Source: an optimization exercise on an open RTL-to-GDS flow (aim: small area and a short achievable clock period). Production flows keep margins and buffers that such runs may drop. At most, simulation tests tie the RTL to the original design; equivalence was not proved. The RTL of run 2 was laid out without a check of its function.

==> flow/design.v (outline; a module is shown in full before it is edited, if it fits) <==
// module iir: 1095 lines
// module iir_fa: 4 lines
// module iir_ha: 4 lines
// module iir_aoi21: 3 lines
// module iir_oai21: 3 lines
// module iir_nand2: 3 lines
// module iir_nor2: 3 lines
// module iir_inv: 3 lines
// module iir_pfx_r: 197 lines
// module iir_pfx_s: 200 lines
module iir(
    input signed [31:0] x,
    input clk,
    input reset,
    output signed [31:0] y
    );
  // ...
==> flow/flow/run.sh <==
#!/bin/bash
# The standard ORFS layout with two extra make settings:
#  - the port buffers are buf_2 cells instead of the delay cells that
#    buffer_ports picks by default;
#  - ABC maps the small leaf modules for a 1 fF load, so they start at the
#    smallest drive strength and the resizer upsizes only what timing needs.
# Each ORFS step keeps its full log under orfs/logs; make's own output goes
# to flow.log.
set -o pipefail
bash standard.sh BUFFER_PORTS_ARGS="-buffer_cell sky130_fd_sc_hd__buf_2" ABC_LOAD_IN_FF=1 finish > flow.log 2>&1
==> flow/standard.sh <==
#!/bin/bash
# synth_recipe.tcl (not shown) runs the flow's synth.tcl, then flattens the netlist and writes it again
# the make line also repeats each setting of config.mk as NAME=value (left out here)
make -C /OpenROAD-flow-scripts/flow DESIGN_CONFIG=/design/flow/config.mk WORK_HOME=/design/flow/orfs CLKGATE_MAP_FILE= SYNTH_SCRIPT=/design/flow/synth_recipe.tcl "${@:-finish}"
==> flow/config.mk <==
export PLATFORM = sky130hd
export DESIGN_NAME = iir
export DESIGN_NICKNAME = iir
export VERILOG_FILES = /design/flow/design.v
export SDC_FILE = /design/flow/constraint.sdc
export NUM_CORES = 4
export LEC_CHECK = 0
export CAP_MARGIN = 20
export CORE_MARGIN = 2
export CORE_UTILIZATION = 70
export SETUP_SLACK_MARGIN = 4
export SLEW_MARGIN = 20
export SYNTH_HIERARCHICAL = 1
==> flow/constraint.sdc <==
create_clock -name core_clock -period 11.0 [get_ports {clk}]
set_input_delay 2.2000 -clock core_clock [delete_from_list [all_inputs] [get_ports {clk}]]
set_output_delay 2.2000 -clock core_clock [all_outputs]
set_load 0.01 [all_outputs]
==> flow_metrics.env, run 1 <==
export IMPL_cts_resized=3
export IMPL_r2r_end="s1[26]"
export IMPL_rsz0062_at_grt="yes"
export IMPL_slew_headroom_pct=41.76
export IMPL_grt_pass1_wl_um=27510
export IMPL_yosys_area_top_type="fa_1"
export IMPL_yosysUniqueCellTypes=37
export IMPL_drt_total_wl_um=16690
export IMPL_cap_violations=0
export IMPL_hold_viol_final=0
export IMPL_synth_area_top_cells="fa_1 25%, dfrtp_1 23%, ha_1 16%"
export IMPL_tns_ns=0
export IMPL_setup_slack_ns=4.078
export IMPL_r2r_start="s1[3]"
export IMPL_status="finished clean"
export IMPL_whs_endpoint="r2[0]"
export IMPL_final_common_cell="ha_1"
export IMPL_cts_made_buffers=9
export IMPL_path_buf_inv=2
export IMPL_hp_start="s1[0]"
export IMPL_sequential_cell_total=64
export IMPL_crit_fanout=4
export IMPL_reg2regPathDepth=21
export IMPL_fin_cells=865
export IMPL_synth_compound_area_share_pct=15.15
export IMPL_multi_input_area_share_pct=67.56
export IMPL_netlist_instances=651
export IMPL_fill_cells=655
export IMPL_ys_ff_latch=64
==> run 2, diff against run 1 <==
--- a/flow/design.v
+++ b/flow/design.v
@@ -580,46 +580,176 @@
     wire sp_569;
     wire sg_570;
     wire sp_571;
     wire sg_572;
     wire sp_573;
     wire sg_574;
     wire sp_575;
     wire sg_576;
-    wire scy_577;
-    wire scy_578;
-    wire scy_579;
-    wire scy_580;
-    wire scy_581;
-    wire scy_582;
-    wire scy_583;
-    wire scy_584;
-    wire scy_585;
-    wire scy_586;
-    wire scy_587;
-    wire scy_588;
-    wire scy_589;
-    wire scy_590;
-    wire scy_591;
-    wire scy_592;
-    wire scy_593;
-    wire scy_594;
-    wire scy_595;
-    wire scy_596;
-    wire scy_597;
-    wire scy_598;
-    wire scy_599;
-    wire scy_600;
-    wire scy_601;
-    wire scy_602;
-    wire scy_603;
-    wire scy_604;
-    wire scy_605;
-    wire scy_606;
+    wire saoi21_577;
+    wire snand2_578;
+    wire snand2_579;
+    wire saoi21_580;
+    wire snand2_581;
+    wire saoi21_582;
+    wire snand2_583;
+    wire saoi21_584;
+    wire snand2_585;
+    wire saoi21_586;
+    wire snand2_587;
+    wire saoi21_588;
+    wire snand2_589;
+    wire saoi21_590;
+    wire snand2_591;
+    wire saoi21_592;
+    wire snand2_593;
+    wire saoi21_594;
+    wire snand2_595;
+    wire saoi21_596;
+    wire snand2_597;
+    wire saoi21_598;
+    wire snand2_599;
+    wire saoi21_600;
+    wire snand2_601;
+    wire saoi21_602;
+    wire snand2_603;
+    wire saoi21_604;
+    wire snand2_605;
+    wire saoi21_606;
+    wire snand2_607;
+    wire sinv_608;
+    wire sinv_609;
+    wire sinv_610;
+    wire saoi21_611;
+    wire snand2_612;
+    wire sinv_613;
+    wire soai21_614;
+    wire snor2_615;
+    wire soai21_616;
+    wire snor2_617;
+    wire soai21_618;
+    wire snor2_619;
+    wire soai21_620;
+    wire snor2_621;
+    wire soai21_622;
+    wire snor2_623;
+    wire soai21_624;
+    wire snor2_625;
+    wire soai21_626;
+    wire snor2_627;
+    wire soai21_628;
+    wire snor2_629;
+    wire soai21_630;
+    wire snor2_631;
+    wire soai21_632;
+    wire snor2_633;
+    wire soai21_634;
+    wire snor2_635;
+    wire soai21_636;
+    wire snor2_637;
+    wire soai21_638;
+    wire snor2_639;
+    wire soai21_640;
+    wire snor2_641;
+    wire saoi21_642;
+    wire snand2_643;
+    wire sinv_644;
+    wire sinv_645;
+    wire saoi21_646;
+    wire snand2_647;
+    wire saoi21_648;
+    wire snand2_649;
+    wire saoi21_650;
+    wire snand2_651;
+    wire saoi21_652;
+    wire snand2_653;
+    wire saoi21_654;
+    wire snand2_655;
+    wire saoi21_656;
+    wire snand2_657;
+    wire saoi21_658;
+    wire snand2_659;
+    wire saoi21_660;
+    wire snand2_661;
+    wire saoi21_662;
+    wire snand2_663;
+    wire saoi21_664;
+    wire snand2_665;
+    wire saoi21_666;
+    wire snand2_667;
+    wire saoi21_668;
+    wire snand2_669;
+    wire saoi21_670;
+    wire snand2_671;
+    wire soai21_672;
+    wire snor2_673;
+    wire soai21_674;
+    wire snor2_675;
+    wire soai21_676;
+    wire snor2_677;
+    wire soai21_678;
+    wire snor2_679;
+    wire soai21_680;
+    wire snor2_681;
+    wire soai21_682;
+    wire snor2_683;
+    wire soai21_684;
+    wire snor2_685;
+    wire soai21_686;
+    wire snor2_687;
+    wire soai21_688;
+    wire snor2_689;
+    wire soai21_690;
+    wire snor2_691;
+    wire soai21_692;
+    wire snor2_693;
+    wire soai21_694;
+    wire snor2_695;
+    wire saoi21_696;
+    wire snand2_697;
+    wire saoi21_698;
+    wire snand2_699;
+    wire sinv_700;
+    wire sinv_701;
+    wire saoi21_702;
+    wire snand2_703;
+    wire sinv_704;
+    wire sinv_705;
+    wire saoi21_706;
+    wire snand2_707;
+    wire saoi21_708;
+    wire snand2_709;
+    wire saoi21_710;
+    wire snand2_711;
+    wire saoi21_712;
+    wire snand2_713;
+    wire saoi21_714;
+    wire snand2_715;
+    wire saoi21_716;
+    wire saoi21_717;
+    wire saoi21_718;
+    wire saoi21_719;
+    wire saoi21_720;
+    wire saoi21_721;
+    wire saoi21_722;
+    wire sinv_723;
+    wire saoi21_724;
+    wire sinv_725;
+    wire saoi21_726;
+    wire sinv_727;
+    wire saoi21_728;
+    wire sinv_729;
+    wire saoi21_730;
+    wire sinv_731;
+    wire saoi21_732;
+    wire sinv_733;
+    wire saoi21_734;
+    wire sinv_735;
+    wire saoi21_736;
     iir_fa yfa_2 (.a(s1[2]), .b(x[1]), .c(x[0]), .s(ys_1), .co(yc_2));
     iir_fa yfa_4 (.a(s1[3]), .b(x[2]), .c(x[1]), .s(ys_3), .co(yc_4));
     iir_fa yfa_6 (.a(s1[4]), .b(x[3]), .c(x[2]), .s(ys_5), .co(yc_6));
     iir_fa yfa_8 (.a(s1[5]), .b(x[4]), .c(x[3]), .s(ys_7), .co(yc_8));
     iir_fa yfa_10 (.a(s1[6]), .b(x[5]), .c(x[4]), .s(ys_9), .co(yc_10));
     iir_fa yfa_12 (.a(s1[7]), .b(x[6]), .c(x[5]), .s(ys_11), .co(yc_12));
     iir_fa yfa_14 (.a(s1[8]), .b(x[7]), .c(x[6]), .s(ys_13), .co(yc_14));
     iir_fa yfa_16 (.a(s1[9]), .b(x[8]), .c(x[7]), .s(ys_15), .co(yc_16));
@@ -1045,49 +1175,208 @@
     iir_ha spg_562 (.a(sc_490), .b(ss_492), .s(sp_561), .co(sg_562));
     iir_ha spg_564 (.a(sc_493), .b(ss_495), .s(sp_563), .co(sg_564));
     iir_ha spg_566 (.a(sc_496), .b(ss_498), .s(sp_565), .co(sg_566));
     iir_ha spg_568 (.a(sc_499), .b(ss_501), .s(sp_567), .co(sg_568));
     iir_ha spg_570 (.a(sc_502), .b(ss_504), .s(sp_569), .co(sg_570));
     iir_ha spg_572 (.a(sc_505), .b(ss_507), .s(sp_571), .co(sg_572));
     iir_ha spg_574 (.a(sc_508), .b(ss_510), .s(sp_573), .co(sg_574));
     iir_ha spg_576 (.a(sc_511), .b(ss_513), .s(sp_575), .co(sg_576));
-    iir_pfx_s s_pfx (.i0(sg_515), .i1(sg_517), .i2(sg_520), .i3(sg_522), .i4(sg_524), .i5(sg_526), .i6(sg_528), .i7(sg_530), .i8(sg_532), .i9(sg_534), .i10(sg_536), .i11(sg_538), .i12(sg_540), .i13(sg_542), .i14(sg_544), .i15(sg_546), .i16(sg_548), .i17(sg_550), .i18(sg_552), .i19(sg_554), .i20(sg_556), .i21(sg_558), .i22(sg_560), .i23(sg_562), .i24(sg_564), .i25(sg_566), .i26(sg_568), .i27(sg_570), .i28(sg_572), .i29(sg_574), .i30(sg_576), .i31(sp_516), .i32(sp_518), .i33(ss_426), .i34(sp_519), .i35(sp_521), .i36(sp_523), .i37(sp_525), .i38(sp_527), .i39(sp_529), .i40(sp_531), .i41(sp_533), .i42(sp_535), .i43(sp_537), .i44(sp_539), .i45(sp_541), .i46(sp_543), .i47(sp_545), .i48(sp_547), .i49(sp_549), .i50(sp_551), .i51(sp_553), .i52(sp_555), .i53(sp_557), .i54(sp_559), .i55(sp_561), .i56(sp_563), .i57(sp_565), .i58(sp_567), .i59(sp_569), .i60(sp_571), .i61(sp_573), .i62(sp_575), .o0(scy_577), .o1(scy_578), .o2(scy_579), .o3(scy_580), .o4(scy_581), .o5(scy_582), .o6(scy_583), .o7(scy_584), .o8(scy_585), .o9(scy_586), .o10(scy_587), .o11(scy_588), .o12(scy_589), .o13(scy_590), .o14(scy_591), .o15(scy_592), .o16(scy_593), .o17(scy_594), .o18(scy_595), .o19(scy_596), .o20(scy_597), .o21(scy_598), .o22(scy_599), .o23(scy_600), .o24(scy_601), .o25(scy_602), .o26(scy_603), .o27(scy_604), .o28(scy_605), .o29(scy_606));
+    iir_aoi21 saoi21_577_i (.a(sp_518), .b(sg_515), .c(sg_517), .y(saoi21_577));
+    iir_nand2 snand2_578_i (.a(sp_518), .b(sp_516), .y(snand2_578));
+    iir_nand2 snand2_579_i (.a(sp_519), .b(ss_426), .y(snand2_579));
+    iir_aoi21 saoi21_580_i (.a(sp_523), .b(sg_522), .c(sg_524), .y(saoi21_580));
+    iir_nand2 snand2_581_i (.a(sp_523), .b(sp_521), .y(snand2_581));
+    iir_aoi21 saoi21_582_i (.a(sp_527), .b(sg_526), .c(sg_528), .y(saoi21_582));
+    iir_nand2 snand2_583_i (.a(sp_527), .b(sp_525), .y(snand2_583));
+    iir_aoi21 saoi21_584_i (.a(sp_531), .b(sg_530), .c(sg_532), .y(saoi21_584));
+    iir_nand2 snand2_585_i (.a(sp_531), .b(sp_529), .y(snand2_585));
+    iir_aoi21 saoi21_586_i (.a(sp_535), .b(sg_534), .c(sg_536), .y(saoi21_586));
+    iir_nand2 snand2_587_i (.a(sp_535), .b(sp_533), .y(snand2_587));
+    iir_aoi21 saoi21_588_i (.a(sp_539), .b(sg_538), .c(sg_540), .y(saoi21_588));
+    iir_nand2 snand2_589_i (.a(sp_539), .b(sp_537), .y(snand2_589));
+    iir_aoi21 saoi21_590_i (.a(sp_543), .b(sg_542), .c(sg_544), .y(saoi21_590));
+    iir_nand2 snand2_591_i (.a(sp_543), .b(sp_541), .y(snand2_591));
+    iir_aoi21 saoi21_592_i (.a(sp_547), .b(sg_546), .c(sg_548), .y(saoi21_592));
+    iir_nand2 snand2_593_i (.a(sp_547), .b(sp_545), .y(snand2_593));
+    iir_aoi21 saoi21_594_i (.a(sp_551), .b(sg_550), .c(sg_552), .y(saoi21_594));
+    iir_nand2 snand2_595_i (.a(sp_551), .b(sp_549), .y(snand2_595));
+    iir_aoi21 saoi21_596_i (.a(sp_555), .b(sg_554), .c(sg_556), .y(saoi21_596));
+    iir_nand2 snand2_597_i (.a(sp_555), .b(sp_553), .y(snand2_597));
+    iir_aoi21 saoi21_598_i (.a(sp_559), .b(sg_558), .c(sg_560), .y(saoi21_598));
+    iir_nand2 snand2_599_i (.a(sp_559), .b(sp_557), .y(snand2_599));
+    iir_aoi21 saoi21_600_i (.a(sp_563), .b(sg_562), .c(sg_564), .y(saoi21_600));
+    iir_nand2 snand2_601_i (.a(sp_563), .b(sp_561), .y(snand2_601));
+    iir_aoi21 saoi21_602_i (.a(sp_567), .b(sg_566), .c(sg_568), .y(saoi21_602));
+    iir_nand2 snand2_603_i (.a(sp_567), .b(sp_565), .y(snand2_603));
+    iir_aoi21 saoi21_604_i (.a(sp_571), .b(sg_570), .c(sg_572), .y(saoi21_604));
+    iir_nand2 snand2_605_i (.a(sp_571), .b(sp_569), .y(snand2_605));
+    iir_aoi21 saoi21_606_i (.a(sp_575), .b(sg_574), .c(sg_576), .y(saoi21_606));
+    iir_nand2 snand2_607_i (.a(sp_575), .b(sp_573), .y(snand2_607));
+    iir_inv sinv_608_i (.a(snand2_579), .y(sinv_608));
+    iir_inv sinv_609_i (.a(saoi21_577), .y(sinv_609));
+    iir_inv sinv_610_i (.a(snand2_578), .y(sinv_610));
+    iir_aoi21 saoi21_611_i (.a(sinv_608), .b(sinv_609), .c(sg_520), .y(saoi21_611));
+    iir_nand2 snand2_612_i (.a(sinv_608), .b(sinv_610), .y(snand2_612));
+    iir_inv sinv_613_i (.a(sg_520), .y(sinv_613));
+    iir_oai21 soai21_614_i (.a(snand2_581), .b(sinv_613), .c(saoi21_580), .y(soai21_614));
+    iir_nor2 snor2_615_i (.a(snand2_581), .b(snand2_579), .y(snor2_615));
+    iir_oai21 soai21_616_i (.a(snand2_583), .b(saoi21_580), .c(saoi21_582), .y(soai21_616));
+    iir_nor2 snor2_617_i (.a(snand2_583), .b(snand2_581), .y(snor2_617));
+    iir_oai21 soai21_618_i (.a(snand2_585), .b(saoi21_582), .c(saoi21_584), .y(soai21_618));
+    iir_nor2 snor2_619_i (.a(snand2_585), .b(snand2_583), .y(snor2_619));
+    iir_oai21 soai21_620_i (.a(snand2_587), .b(saoi21_584), .c(saoi21_586), .y(soai21_620));
+    iir_nor2 snor2_621_i (.a(snand2_587), .b(snand2_585), .y(snor2_621));
+    iir_oai21 soai21_622_i (.a(snand2_589), .b(saoi21_586), .c(saoi21_588), .y(soai21_622));
+    iir_nor2 snor2_623_i (.a(snand2_589), .b(snand2_587), .y(snor2_623));
+    iir_oai21 soai21_624_i (.a(snand2_591), .b(saoi21_588), .c(saoi21_590), .y(soai21_624));
+    iir_nor2 snor2_625_i (.a(snand2_591), .b(snand2_589), .y(snor2_625));
+    iir_oai21 soai21_626_i (.a(snand2_593), .b(saoi21_590), .c(saoi21_592), .y(soai21_626));
+    iir_nor2 snor2_627_i (.a(snand2_593), .b(snand2_591), .y(snor2_627));
+    iir_oai21 soai21_628_i (.a(snand2_595), .b(saoi21_592), .c(saoi21_594), .y(soai21_628));
+    iir_nor2 snor2_629_i (.a(snand2_595), .b(snand2_593), .y(snor2_629));
+    iir_oai21 soai21_630_i (.a(snand2_597), .b(saoi21_594), .c(saoi21_596), .y(soai21_630));
+    iir_nor2 snor2_631_i (.a(snand2_597), .b(snand2_595), .y(snor2_631));
+    iir_oai21 soai21_632_i (.a(snand2_599), .b(saoi21_596), .c(saoi21_598), .y(soai21_632));
+    iir_nor2 snor2_633_i (.a(snand2_599), .b(snand2_597), .y(snor2_633));
+    iir_oai21 soai21_634_i (.a(snand2_601), .b(saoi21_598), .c(saoi21_600), .y(soai21_634));
+    iir_nor2 snor2_635_i (.a(snand2_601), .b(snand2_599), .y(snor2_635));
+    iir_oai21 soai21_636_i (.a(snand2_603), .b(saoi21_600), .c(saoi21_602), .y(soai21_636));
+    iir_nor2 snor2_637_i (.a(snand2_603), .b(snand2_601), .y(snor2_637));
+    iir_oai21 soai21_638_i (.a(snand2_605), .b(saoi21_602), .c(saoi21_604), .y(soai21_638));
+    iir_nor2 snor2_639_i (.a(snand2_605), .b(snand2_603), .y(snor2_639));
+    iir_oai21 soai21_640_i (.a(snand2_607), .b(saoi21_604), .c(saoi21_606), .y(soai21_640));
+    iir_nor2 snor2_641_i (.a(snand2_607), .b(snand2_605), .y(snor2_641));
+    iir_aoi21 saoi21_642_i (.a(snor2_615), .b(sinv_609), .c(soai21_614), .y(saoi21_642));
+    iir_nand2 snand2_643_i (.a(snor2_615), .b(sinv_610), .y(snand2_643));
+    iir_inv sinv_644_i (.a(saoi21_611), .y(sinv_644));
+    iir_inv sinv_645_i (.a(snand2_612), .y(sinv_645));
+    iir_aoi21 saoi21_646_i (.a(snor2_617), .b(sinv_644), .c(soai21_616), .y(saoi21_646));
+    iir_nand2 snand2_647_i (.a(snor2_617), .b(sinv_645), .y(snand2_647));
+    iir_aoi21 saoi21_648_i (.a(snor2_619), .b(soai21_614), .c(soai21_618), .y(saoi21_648));
+    iir_nand2 snand2_649_i (.a(snor2_619), .b(snor2_615), .y(snand2_649));
+    iir_aoi21 saoi21_650_i (.a(snor2_621), .b(soai21_616), .c(soai21_620), .y(saoi21_650));
+    iir_nand2 snand2_651_i (.a(snor2_621), .b(snor2_617), .y(snand2_651));
+    iir_aoi21 saoi21_652_i (.a(snor2_623), .b(soai21_618), .c(soai21_622), .y(saoi21_652));
+    iir_nand2 snand2_653_i (.a(snor2_623), .b(snor2_619), .y(snand2_653));
+    iir_aoi21 saoi21_654_i (.a(snor2_625), .b(soai21_620), .c(soai21_624), .y(saoi21_654));
+    iir_nand2 snand2_655_i (.a(snor2_625), .b(snor2_621), .y(snand2_655));
+    iir_aoi21 saoi21_656_i (.a(snor2_627), .b(soai21_622), .c(soai21_626), .y(saoi21_656));
+    iir_nand2 snand2_657_i (.a(snor2_627), .b(snor2_623), .y(snand2_657));
+    iir_aoi21 saoi21_658_i (.a(snor2_629), .b(soai21_624), .c(soai21_628), .y(saoi21_658));
+    iir_nand2 snand2_659_i (.a(snor2_629), .b(snor2_625), .y(snand2_659));
+    iir_aoi21 saoi21_660_i (.a(snor2_631), .b(soai21_626), .c(soai21_630), .y(saoi21_660));
+    iir_nand2 snand2_661_i (.a(snor2_631), .b(snor2_627), .y(snand2_661));
+    iir_aoi21 saoi21_662_i (.a(snor2_633), .b(soai21_628), .c(soai21_632), .y(saoi21_662));
+    iir_nand2 snand2_663_i (.a(snor2_633), .b(snor2_629), .y(snand2_663));
+    iir_aoi21 saoi21_664_i (.a(snor2_635), .b(soai21_630), .c(soai21_634), .y(saoi21_664));
+    iir_nand2 snand2_665_i (.a(snor2_635), .b(snor2_631), .y(snand2_665));
+    iir_aoi21 saoi21_666_i (.a(snor2_637), .b(soai21_632), .c(soai21_636), .y(saoi21_666));
+    iir_nand2 snand2_667_i (.a(snor2_637), .b(snor2_633), .y(snand2_667));
+    iir_aoi21 saoi21_668_i (.a(snor2_639), .b(soai21_634), .c(soai21_638), .y(saoi21_668));
+    iir_nand2 snand2_669_i (.a(snor2_639), .b(snor2_635), .y(snand2_669));
+    iir_aoi21 saoi21_670_i (.a(snor2_641), .b(soai21_636), .c(soai21_640), .y(saoi21_670));
+    iir_nand2 snand2_671_i (.a(snor2_641), .b(snor2_637), .y(snand2_671));
+    iir_oai21 soai21_672_i (.a(snand2_649), .b(saoi21_577), .c(saoi21_648), .y(soai21_672));
+    iir_nor2 snor2_673_i (.a(snand2_649), .b(snand2_578), .y(snor2_673));
+    iir_oai21 soai21_674_i (.a(snand2_651), .b(saoi21_611), .c(saoi21_650), .y(soai21_674));
+    iir_nor2 snor2_675_i (.a(snand2_651), .b(snand2_612), .y(snor2_675));
+    iir_oai21 soai21_676_i (.a(snand2_653), .b(saoi21_642), .c(saoi21_652), .y(soai21_676));
+    iir_nor2 snor2_677_i (.a(snand2_653), .b(snand2_643), .y(snor2_677));
+    iir_oai21 soai21_678_i (.a(snand2_655), .b(saoi21_646), .c(saoi21_654), .y(soai21_678));
+    iir_nor2 snor2_679_i (.a(snand2_655), .b(snand2_647), .y(snor2_679));
+    iir_oai21 soai21_680_i (.a(snand2_657), .b(saoi21_648), .c(saoi21_656), .y(soai21_680));
+    iir_nor2 snor2_681_i (.a(snand2_657), .b(snand2_649), .y(snor2_681));
+    iir_oai21 soai21_682_i (.a(snand2_659), .b(saoi21_650), .c(saoi21_658), .y(soai21_682));
+    iir_nor2 snor2_683_i (.a(snand2_659), .b(snand2_651), .y(snor2_683));
+    iir_oai21 soai21_684_i (.a(snand2_661), .b(saoi21_652), .c(saoi21_660), .y(soai21_684));
+    iir_nor2 snor2_685_i (.a(snand2_661), .b(snand2_653), .y(snor2_685));
+    iir_oai21 soai21_686_i (.a(snand2_663), .b(saoi21_654), .c(saoi21_662), .y(soai21_686));
+    iir_nor2 snor2_687_i (.a(snand2_663), .b(snand2_655), .y(snor2_687));
+    iir_oai21 soai21_688_i (.a(snand2_665), .b(saoi21_656), .c(saoi21_664), .y(soai21_688));
+    iir_nor2 snor2_689_i (.a(snand2_665), .b(snand2_657), .y(snor2_689));
+    iir_oai21 soai21_690_i (.a(snand2_667), .b(saoi21_658), .c(saoi21_666), .y(soai21_690));
+    iir_nor2 snor2_691_i (.a(snand2_667), .b(snand2_659), .y(snor2_691));
+    iir_oai21 soai21_692_i (.a(snand2_669), .b(saoi21_660), .c(saoi21_668), .y(soai21_692));
+    iir_nor2 snor2_693_i (.a(snand2_669), .b(snand2_661), .y(snor2_693));
+    iir_oai21 soai21_694_i (.a(snand2_671), .b(saoi21_662), .c(saoi21_670), .y(soai21_694));
+    iir_nor2 snor2_695_i (.a(snand2_671), .b(snand2_663), .y(snor2_695));
+    iir_aoi21 saoi21_696_i (.a(snor2_681), .b(sinv_609), .c(soai21_680), .y(saoi21_696));
+    iir_nand2 snand2_697_i (.a(snor2_681), .b(sinv_610), .y(snand2_697));
+    iir_aoi21 saoi21_698_i (.a(snor2_683), .b(sinv_644), .c(soai21_682), .y(saoi21_698));
+    iir_nand2 snand2_699_i (.a(snor2_683), .b(sinv_645), .y(snand2_699));
+    iir_inv sinv_700_i (.a(saoi21_642), .y(sinv_700));
+    iir_inv sinv_701_i (.a(snand2_643), .y(sinv_701));
+    iir_aoi21 saoi21_702_i (.a(snor2_685), .b(sinv_700), .c(soai21_684), .y(saoi21_702));
+    iir_nand2 snand2_703_i (.a(snor2_685), .b(sinv_701), .y(snand2_703));
+    iir_inv sinv_704_i (.a(saoi21_646), .y(sinv_704));
+    iir_inv sinv_705_i (.a(snand2_647), .y(sinv_705));
+    iir_aoi21 saoi21_706_i (.a(snor2_687), .b(sinv_704), .c(soai21_686), .y(saoi21_706));
+    iir_nand2 snand2_707_i (.a(snor2_687), .b(sinv_705), .y(snand2_707));
+    iir_aoi21 saoi21_708_i (.a(snor2_689), .b(soai21_672), .c(soai21_688), .y(saoi21_708));
+    iir_nand2 snand2_709_i (.a(snor2_689), .b(snor2_673), .y(snand2_709));
+    iir_aoi21 saoi21_710_i (.a(snor2_691), .b(soai21_674), .c(soai21_690), .y(saoi21_710));
+    iir_nand2 snand2_711_i (.a(snor2_691), .b(snor2_675), .y(snand2_711));
+    iir_aoi21 saoi21_712_i (.a(snor2_693), .b(soai21_676), .c(soai21_692), .y(saoi21_712));
+    iir_nand2 snand2_713_i (.a(snor2_693), .b(snor2_677), .y(snand2_713));
+    iir_aoi21 saoi21_714_i (.a(snor2_695), .b(soai21_678), .c(soai21_694), .y(saoi21_714));
+    iir_nand2 snand2_715_i (.a(ss_426), .b(sinv_609), .y(snand2_715));
+    iir_aoi21 saoi21_716_i (.a(sp_521), .b(sinv_644), .c(sg_522), .y(saoi21_716));
+    iir_aoi21 saoi21_717_i (.a(sp_525), .b(sinv_700), .c(sg_526), .y(saoi21_717));
+    iir_aoi21 saoi21_718_i (.a(sp_529), .b(sinv_704), .c(sg_530), .y(saoi21_718));
+    iir_aoi21 saoi21_719_i (.a(sp_533), .b(soai21_672), .c(sg_534), .y(saoi21_719));
+    iir_aoi21 saoi21_720_i (.a(sp_537), .b(soai21_674), .c(sg_538), .y(saoi21_720));
+    iir_aoi21 saoi21_721_i (.a(sp_541), .b(soai21_676), .c(sg_542), .y(saoi21_721));
+    iir_aoi21 saoi21_722_i (.a(sp_545), .b(soai21_678), .c(sg_546), .y(saoi21_722));
+    iir_inv sinv_723_i (.a(saoi21_696), .y(sinv_723));
+    iir_aoi21 saoi21_724_i (.a(sp_549), .b(sinv_723), .c(sg_550), .y(saoi21_724));
+    iir_inv sinv_725_i (.a(saoi21_698), .y(sinv_725));
+    iir_aoi21 saoi21_726_i (.a(sp_553), .b(sinv_725), .c(sg_554), .y(saoi21_726));
+    iir_inv sinv_727_i (.a(saoi21_702), .y(sinv_727));
+    iir_aoi21 saoi21_728_i (.a(sp_557), .b(sinv_727), .c(sg_558), .y(saoi21_728));
+    iir_inv sinv_729_i (.a(saoi21_706), .y(sinv_729));
+    iir_aoi21 saoi21_730_i (.a(sp_561), .b(sinv_729), .c(sg_562), .y(saoi21_730));
+    iir_inv sinv_731_i (.a(saoi21_708), .y(sinv_731));
+    iir_aoi21 saoi21_732_i (.a(sp_565), .b(sinv_731), .c(sg_566), .y(saoi21_732));
+    iir_inv sinv_733_i (.a(saoi21_710), .y(sinv_733));
+    iir_aoi21 saoi21_734_i (.a(sp_569), .b(sinv_733), .c(sg_570), .y(saoi21_734));
+    iir_inv sinv_735_i (.a(saoi21_712), .y(sinv_735));
+    iir_aoi21 saoi21_736_i (.a(sp_573), .b(sinv_735), .c(sg_574), .y(saoi21_736));
     assign s1n[0] = ~sp_516;
     assign s1n[1] = ~(sp_518 ^ sg_515);
-    assign s1n[2] = ~(ss_426 ^ scy_577);
-    assign s1n[3] = ~(sp_519 ^ scy_578);
-    assign s1n[4] = ~(sp_521 ^ scy_579);
-    assign s1n[5] = ~(sp_523 ^ scy_580);
-    assign s1n[6] = ~(sp_525 ^ scy_581);
-    assign s1n[7] = ~(sp_527 ^ scy_582);
-    assign s1n[8] = ~(sp_529 ^ scy_583);
-    assign s1n[9] = ~(sp_531 ^ scy_584);
-    assign s1n[10] = ~(sp_533 ^ scy_585);
-    assign s1n[11] = ~(sp_535 ^ scy_586);
-    assign s1n[12] = ~(sp_537 ^ scy_587);
-    assign s1n[13] = ~(sp_539 ^ scy_588);
-    assign s1n[14] = ~(sp_541 ^ scy_589);
-    assign s1n[15] = ~(sp_543 ^ scy_590);
-    assign s1n[16] = ~(sp_545 ^ scy_591);
-    assign s1n[17] = ~(sp_547 ^ scy_592);
-    assign s1n[18] = ~(sp_549 ^ scy_593);
-    assign s1n[19] = ~(sp_551 ^ scy_594);
-    assign s1n[20] = ~(sp_553 ^ scy_595);
-    assign s1n[21] = ~(sp_555 ^ scy_596);
-    assign s1n[22] = ~(sp_557 ^ scy_597);
-    assign s1n[23] = ~(sp_559 ^ scy_598);
-    assign s1n[24] = ~(sp_561 ^ scy_599);
-    assign s1n[25] = ~(sp_563 ^ scy_600);
-    assign s1n[26] = ~(sp_565 ^ scy_601);
-    assign s1n[27] = ~(sp_567 ^ scy_602);
-    assign s1n[28] = ~(sp_569 ^ scy_603);
-    assign s1n[29] = ~(sp_571 ^ scy_604);
-    assign s1n[30] = ~(sp_573 ^ scy_605);
-    assign s1n[31] = ~(sp_575 ^ scy_606);
+    assign s1n[2] = ss_426 ^ saoi21_577;
+    assign s1n[3] = sp_519 ^ snand2_715;
+    assign s1n[4] = sp_521 ^ saoi21_611;
+    assign s1n[5] = sp_523 ^ saoi21_716;
+    assign s1n[6] = sp_525 ^ saoi21_642;
+    assign s1n[7] = sp_527 ^ saoi21_717;
+    assign s1n[8] = sp_529 ^ saoi21_646;
+    assign s1n[9] = sp_531 ^ saoi21_718;
+    assign s1n[10] = ~(sp_533 ^ soai21_672);
+    assign s1n[11] = sp_535 ^ saoi21_719;
+    assign s1n[12] = ~(sp_537 ^ soai21_674);
+    assign s1n[13] = sp_539 ^ saoi21_720;
+    assign s1n[14] = ~(sp_541 ^ soai21_676);
+    assign s1n[15] = sp_543 ^ saoi21_721;
+    assign s1n[16] = ~(sp_545 ^ soai21_678);
+    assign s1n[17] = sp_547 ^ saoi21_722;
+    assign s1n[18] = sp_549 ^ saoi21_696;
+    assign s1n[19] = sp_551 ^ saoi21_724;
+    assign s1n[20] = sp_553 ^ saoi21_698;
+    assign s1n[21] = sp_555 ^ saoi21_726;
+    assign s1n[22] = sp_557 ^ saoi21_702;
+    assign s1n[23] = sp_559 ^ saoi21_728;
+    assign s1n[24] = sp_561 ^ saoi21_706;
+    assign s1n[25] = sp_563 ^ saoi21_730;
+    assign s1n[26] = sp_565 ^ saoi21_708;
+    assign s1n[27] = sp_567 ^ saoi21_732;
+    assign s1n[28] = sp_569 ^ saoi21_710;
+    assign s1n[29] = sp_571 ^ saoi21_734;
+    assign s1n[30] = sp_573 ^ saoi21_712;
+    assign s1n[31] = sp_575 ^ saoi21_736;
     assign y = yv;
     always @(posedge clk or posedge reset)
         if (reset) begin
             s1 <= 32'd0;
             r2 <= 32'd0;
         end else begin
             s1 <= s1n;
             r2 <= r2n;
@@ -1308,208 +1597,8 @@
     assign o22 = n156;
     assign o23 = n118;
     assign o24 = n159;
     assign o25 = n100;
     assign o26 = n162;
     assign o27 = n121;
     assign o28 = n165;
 endmodule
-module iir_pfx_s(input i0, input i1, input i2, input i3, input i4, input i5, input i6, input i7, input i8, input i9, input i10, input i11, input i12, input i13, input i14, input i15, input i16, input i17, input i18, input i19, input i20, input i21, input i22, input i23, input i24, input i25, input i26, input i27, input i28, input i29, input i30, input i31, input i32, input i33, input i34, input i35, input i36, input i37, input i38, input i39, input i40, input i41, input i42, input i43, input i44, input i45, input i46, input i47, input i48, input i49, input i50, input i51, input i52, input i53, input i54, input i55, input i56, input i57, input i58, input i59, input i60, input i61, input i62, output o0, output o1, output o2, output o3, output o4, output o5, output o6, output o7, output o8, output o9, output o10, output o11, output o12, output o13, output o14, output o15, output o16, output o17, output o18, output o19, output o20, output o21, output o22, output o23, output o24, output o25, output o26, output o27, output o28, output o29);
-    wire n1 = i32 & i0;
-    wire n2 = i1 | n1;
-    wire n3 = i32 & i31;
-    wire n4 = i34 & i33;
-    wire n5 = i36 & i3;
-    wire n6 = i4 | n5;
-    wire n7 = i36 & i35;
-    wire n8 = i38 & i5;
-    wire n9 = i6 | n8;
-    wire n10 = i38 & i37;
-    wire n11 = i40 & i7;
-    wire n12 = i8 | n11;
-    wire n13 = i40 & i39;
-    wire n14 = i42 & i9;
-    wire n15 = i10 | n14;
-    wire n16 = i42 & i41;
-    wire n17 = i44 & i11;
-    wire n18 = i12 | n17;
-    wire n19 = i44 & i43;
-    wire n20 = i46 & i13;
-    wire n21 = i14 | n20;
-    wire n22 = i46 & i45;
-    wire n23 = i48 & i15;
-    wire n24 = i16 | n23;
-    wire n25 = i48 & i47;
-    wire n26 = i50 & i17;
-    wire n27 = i18 | n26;
-    wire n28 = i50 & i49;
-    wire n29 = i52 & i19;
-    wire n30 = i20 | n29;
-    wire n31 = i52 & i51;
-    wire n32 = i54 & i21;
-    wire n33 = i22 | n32;
-    wire n34 = i54 & i53;
-    wire n35 = i56 & i23;
-    wire n36 = i24 | n35;
-    wire n37 = i56 & i55;
-    wire n38 = i58 & i25;
-    wire n39 = i26 | n38;
-    wire n40 = i58 & i57;
-    wire n41 = i60 & i27;
-    wire n42 = i28 | n41;
-    wire n43 = i60 & i59;
-    wire n44 = i62 & i29;
-    wire n45 = i30 | n44;
-    wire n46 = i62 & i61;
-    wire n47 = n4 & n2;
-    wire n48 = i2 | n47;
-    wire n49 = n4 & n3;
-    wire n50 = n10 & n6;
-    wire n51 = n9 | n50;
-    wire n52 = n10 & n7;
-    wire n53 = n16 & n12;
-    wire n54 = n15 | n53;
-    wire n55 = n16 & n13;
-    wire n56 = n22 & n18;
-    wire n57 = n21 | n56;
-    wire n58 = n22 & n19;
-    wire n59 = n28 & n24;
-    wire n60 = n27 | n59;
-    wire n61 = n28 & n25;
-    wire n62 = n34 & n30;
-    wire n63 = n33 | n62;
-    wire n64 = n34 & n31;
-    wire n65 = n40 & n36;
-    wire n66 = n39 | n65;
-    wire n67 = n40 & n37;
-    wire n68 = n46 & n42;
-    wire n69 = n45 | n68;
-    wire n70 = n46 & n43;
-    wire n71 = n52 & n48;
-    wire n72 = n51 | n71;
-    wire n73 = n52 & n49;
-    wire n74 = n58 & n54;
-    wire n75 = n57 | n74;
-    wire n76 = n58 & n55;
-    wire n77 = n64 & n60;
-    wire n78 = n63 | n77;
-    wire n79 = n64 & n61;
-    wire n80 = n70 & n66;
-    wire n81 = n69 | n80;
-    wire n82 = n70 & n67;
-    wire n83 = n76 & n72;
-    wire n84 = n75 | n83;
-    wire n85 = n76 & n73;
-    wire n86 = n82 & n78;
-    wire n87 = n81 | n86;
-    wire n88 = n82 & n79;
-    wire n89 = n88 & n84;
-    wire n90 = n87 | n89;
-    wire n91 = n88 & n85;
-    wire n92 = n79 & n84;
-    wire n93 = n78 | n92;
-    wire n94 = n79 & n85;
-    wire n95 = n55 & n72;
-    wire n96 = n54 | n95;
-    wire n97 = n55 & n73;
-    wire n98 = n61 & n84;
-    wire n99 = n60 | n98;
-    wire n100 = n61 & n85;
-    wire n101 = n67 & n93;
-    wire n102 = n66 | n101;
-    wire n103 = n67 & n94;
-    wire n104 = n7 & n48;
-    wire n105 = n6 | n104;
-    wire n106 = n7 & n49;
-    wire n107 = n13 & n72;
-    wire n108 = n12 | n107;
-    wire n109 = n13 & n73;
-    wire n110 = n19 & n96;
-    wire n111 = n18 | n110;
-    wire n112 = n19 & n97;
-    wire n113 = n25 & n84;
-    wire n114 = n24 | n113;
-    wire n115 = n25 & n85;
-    wire n116 = n31 & n99;
-    wire n117 = n30 | n116;
-    wire n118 = n31 & n100;
-    wire n119 = n37 & n93;
-    wire n120 = n36 | n119;
-    wire n121 = n37 & n94;
-    wire n122 = n43 & n102;
-    wire n123 = n42 | n122;
-    wire n124 = n43 & n103;
-    wire n125 = i33 & n2;
-    wire n126 = i33 & n3;
-    wire n127 = i35 & n48;
-    wire n128 = i3 | n127;
-    wire n129 = i35 & n49;
-    wire n130 = i37 & n105;
-    wire n131 = i5 | n130;
-    wire n132 = i37 & n106;
-    wire n133 = i39 & n72;
-    wire n134 = i7 | n133;
-    wire n135 = i39 & n73;
-    wire n136 = i41 & n108;
-    wire n137 = i9 | n136;
-    wire n138 = i41 & n109;
-    wire n139 = i43 & n96;
-    wire n140 = i11 | n139;
-    wire n141 = i43 & n97;
-    wire n142 = i45 & n111;
-    wire n143 = i13 | n142;
-    wire n144 = i45 & n112;
-    wire n145 = i47 & n84;
-    wire n146 = i15 | n145;
-    wire n147 = i47 & n85;
-    wire n148 = i49 & n114;
-    wire n149 = i17 | n148;
-    wire n150 = i49 & n115;
-    wire n151 = i51 & n99;
-    wire n152 = i19 | n151;
-    wire n153 = i51 & n100;
-    wire n154 = i53 & n117;
-    wire n155 = i21 | n154;
-    wire n156 = i53 & n118;
-    wire n157 = i55 & n93;
-    wire n158 = i23 | n157;
-    wire n159 = i55 & n94;
-    wire n160 = i57 & n120;
-    wire n161 = i25 | n160;
-    wire n162 = i57 & n121;
-    wire n163 = i59 & n102;
-    wire n164 = i27 | n163;
-    wire n165 = i59 & n103;
-    wire n166 = i61 & n123;
-    wire n167 = i29 | n166;
-    wire n168 = i61 & n124;
-    assign o0 = n2;
-    assign o1 = n125;
-    assign o2 = n48;
-    assign o3 = n128;
-    assign o4 = n105;
-    assign o5 = n131;
-    assign o6 = n72;
-    assign o7 = n134;
-    assign o8 = n108;
-    assign o9 = n137;
-    assign o10 = n96;
-    assign o11 = n140;
-    assign o12 = n111;
-    assign o13 = n143;
-    assign o14 = n84;
-    assign o15 = n146;
-    assign o16 = n114;
-    assign o17 = n149;
-    assign o18 = n99;
-    assign o19 = n152;
-    assign o20 = n117;
-    assign o21 = n155;
-    assign o22 = n93;
-    assign o23 = n158;
-    assign o24 = n120;
-    assign o25 = n161;
-    assign o26 = n102;
-    assign o27 = n164;
-    assign o28 = n123;
-    assign o29 = n167;
-endmodule
==> flow/flow/run.sh (replaced) <==
#!/bin/bash
# The standard ORFS layout with extra make settings:
#   BUFFER_PORTS_ARGS="-buffer_cell sky130_fd_sc_hd__buf_2" ABC_LOAD_IN_FF=1
# Each ORFS step keeps its full log under orfs/logs; make's own output goes to flow.log.
set -o pipefail
bash standard.sh BUFFER_PORTS_ARGS="-buffer_cell sky130_fd_sc_hd__buf_2" ABC_LOAD_IN_FF=1 finish > flow.log 2>&1
==> flow/config.mk (replaced) <==
export PLATFORM = sky130hd
export DESIGN_NAME = iir
export DESIGN_NICKNAME = iir
export VERILOG_FILES = /design/flow/design.v
export SDC_FILE = /design/flow/constraint.sdc
export NUM_CORES = 4
export LEC_CHECK = 0
export CAP_MARGIN = 20
export CORE_MARGIN = 2
export CORE_UTILIZATION = 70
export SETUP_SLACK_MARGIN = 4.3
export SLEW_MARGIN = 20
export SYNTH_HIERARCHICAL = 1
==> flow_metrics.env, run 2 <==
export IMPL_grt_pass1_vias=6040
export IMPL_port_buffers=65
export IMPL_ys_seq_area_share_pct=22.57
export IMPL_clk_latency_ns=0.38
export IMPL_max_freq_mhz=147.4
export IMPL_r2r_start="s1[7]"
export IMPL_reg2reg_slack_ns=5.82
export IMPL_vias_per_cell=6.412
export IMPL_final_common_cell="fa_1"
export IMPL_met2_usage_pct=63.49
export IMPL_grt_use_met3_pct=7.985
export IMPL_syn_to_final_growth_pct=24.26
export IMPL_worst_pin_slew_ns=0.8812
export IMPL_first_iter_violations=607
export IMPL_hp_class="reg2reg"
export IMPL_reg2regPathDepth=23
export IMPL_post_route_drc_count=0
export IMPL_layout_min_cycle_time_ns=6.786
export IMPL_initial_core_util_pct=72.27
export IMPL_crit_family="adder cells"
export IMPL_synth_avg_cell_area_um2=10.08
export IMPL_hold_path_depth=0
export IMPL_cts_sinks=64
export IMPL_die_w_um=104.7
export IMPL_yosys_area_top_type="fa_1"
export IMPL_drv_slew=0
export IMPL_yosysUniqueCellTypes=31
export IMPL_syn_nets=917
export IMPL_setup_worst_path_class="in2out"
export IMPL_cp_data_required_time_ns=8.80
export IMPL_mostFrequentLayoutCells="85 x fa_1, 75 x ha_1, 68 x a21oi_1"
export IMPL_mappedNetlistArea_um2=7097
export IMPL_critPathLaunch="x[15]"
export IMPL_clockRootBuffer="clkbuf_8"
export IMPL_clockBufferDepth=2
export IMPL_place_worst_setup_slack_ns=3.892
export IMPL_cpMaxStageDelayCell="fa_1"
export IMPL_drt_pass1_iter_count=6
export IMPL_cp_common_cell="buf_2"
export IMPL_min_period_over_period_pct=61.69
export IMPL_r2r_end="s1[25]"
export IMPL_met1_usage_pct=48.59
export IMPL_critical_path_arrival_ns=4.59
export IMPL_slew_headroom_pct=41.25
export IMPL_whs_ns=0.4801
export IMPL_core_area_um2=9819
export IMPL_netlist_instances=704
export IMPL_htree_num_levels=3
export IMPL_grt_overflow_total=0
export IMPL_path_buf_inv=3
export IMPL_holdBufCountCts=0
export IMPL_synth_edf_count=0
export IMPL_ys_warn_count=7
export IMPL_whs_endpoint="r2[0]"
export IMPL_drive_above_1_share_pct=27.76
export IMPL_setup_slack_ns=4.214
export IMPL_cts_tree="yes"
export IMPL_antenna_found_initial=0
export IMPL_skew_ns=0.01399
export IMPL_gp_congestion=0.9781
export IMPL_rsz0062_at_grt="yes"
export IMPL_synth_top_area_share_pct=24.82
export IMPL_clkTransAtPathRegs_ns=0.07
export IMPL_dp_hpwl_um=15140
export IMPL_async_flop_share_pct=100.0
export IMPL_start_kind="primary input"
export IMPL_yosys_most_used_dff="dfrtp_1"
export IMPL_diodes=0
export IMPL_cts_made_buffers=9
export IMPL_vias=6027
export IMPL_worstSetupEndpointType="output pin"
export IMPL_setup_violations_final=0
export IMPL_grt_pass1_wl_um=31240
export IMPL_cap_violations=0
export IMPL_placed_cell_area_um2=7581
export IMPL_die_area_um2=10960
export IMPL_max_stage_delay_ns=0.52
export IMPL_rows=36
export IMPL_ant_nets=0
export IMPL_synth_area_top_cells="fa_1 25%, dfrtp_1 23%, ha_1 16%"
export IMPL_top_usage_layer="met2"
export IMPL_hp_start="s1[0]"
export IMPL_pin_count=66
export IMPL_crit_fanout=4
export IMPL_routedWlPerCell_um=22.89
export IMPL_drt_total_wl_um=21520
export IMPL_status="finished clean"
export IMPL_stdcell_area_um2=8818
export IMPL_largestRegisters="r2 (32), s1 (32)"
export IMPL_tns_ns=0
export IMPL_synth_most_common_cell="a21oi_1"
export IMPL_fp_dieH_um=104.7
export IMPL_ys_ff_latch=64
export IMPL_hold_viol_final=0
export IMPL_grt_use_total_pct=37.22
export IMPL_fin_nets=1015
export IMPL_path_cells="buf_2 > fa_1 > ha_1 > nand2_2 > nor2_4 > nand2_1 > nor2_1 > a21oi_2 > buf_4 > xnor2_1 > buf_2"
export IMPL_synth_commonest_cells="105 x a21oi_1, 91 x ha_1, 88 x fa_1"
export IMPL_grt_max_degree=65
[run 2: cell types whose count changed after synthesis, sizes merged, moves of 4 or more]
cell and delta:
nor2 +18, inv +9, nand2 +13, xor2 +26
a21o -21, o21ai +18, a21oi +36, xnor2 -26
a31o -4
[run 2: layout make-up]
| class | count | area [um2] |
|---|---|---|
| multi-input cells | 575 | 6053 |
| clock inverters | 3 | 15.01 |
| inverters | 63 | 236.5 |
| well taps | 133 | 166.4 |
| fillers | 440 | 1001 |
| clock buffers | 13 | 168.9 |
| flip-flops and latches | 64 | 1602 |
| repair buffers | 89 | 576.8 |
[run 2: logic make-up (layout without fill, tap and decap cells)]
logic type | after synthesis | in the layout | synth area share, %
buffers and inverters | 65 | 168 | 3.544
AOI/OAI and AO/OA | 192 | 192 | 15.36
DFF | 64 | 64 | 22.57
and+or+nand+nor | 113 | 113 | 6.435
adders and majority gates | 179 | 179 | 40.87
xor gates and xnor gates | 91 | 91 | 11.23
[run 2: worst max path at each step]
stage                       end  slack, ns  depth (start not counted)
after floorplan           y[25]       4.51                         12
after global placement    y[27]       3.81                         12
after detailed placement  y[25]       3.89                         14
after CTS                 y[17]       4.27                         10
after global routing      y[19]       4.17                         12
final                     y[20]       4.21                         11
[run 2: timing repair]
item	4_1_cts	5_1_grt
setup buffers	11	12
hold endpoints to repair	0	0
pin swaps	14	58
resized for setup	48	138
setup endpoints to repair	21	25
[run 2: layer usage]
layer / share of wire [%] / wire (um) / vias up
li1: - / - / 2577
met4: 4.8 / 1023 / 0
met1: 38 / 8183 / 2966
met2: 50 / 10790 / 365
met5: 0 / 0 / -
met3: 7.1 / 1518 / 119
[run 2: metrics by stage]
| step | std cells | util (%) |
|---|---|---|
| detailed placement | 901 | 77.20 |
| floorplan | 704 | - |
| global route | 940 | 89.81 |
| finish | 940 | 89.81 |
| global placement | 901 | 77.20 |
| CTS | 928 | 82.54 |
[run 2: Yosys stat by module, one instance, submodules excluded, excerpt]
module     copies in the design  cell area (um2)  cells  flops+latches
iir_ha                       89            12.51      1              0
iir_oai21                    48            5.005      1              0
iir_pfx_r                     1            486.7     71              0
iir_inv                      26            3.754      1              0
iir_aoi21                    97            5.005      1              0
iir_nand2                    52            3.754      1              0
iir                           1             2566    193             64
iir_nor2                     40            3.754      1              0

## re-timing with driven ports
The results above use ideal ports. As a check the final layouts listed here were re-extracted and re-timed, cells and wires unchanged.
Step 1 assumes that a clkbuf_16 drives the clock port and a buf_2 every other input.
Step 2 moves the port delays by t, midway between the first and last clock arrival at a register: inputs arrive t later, outputs are due t later. That takes back most of the time a late clock gives input paths.
a / b / c = ideal / step 1 / step 2; a / b = the first two.
| run | t, ns | setup slack, ns | worst setup path after step 2 | cell pins on the clock port's net |
|---|---|---|---|---|
| run 1 | 0.396 | 4.078 / 4.058 / 3.774 | input to register | 1 |
| run 2 | 0.412 | 4.214 / 4.188 / 4.003 | input to register | 1 |
After both steps every run listed still meets setup and hold. The setup slack of run 1, which loses most, moves by -0.020 ns with the drivers and by -0.304 ns with both steps.
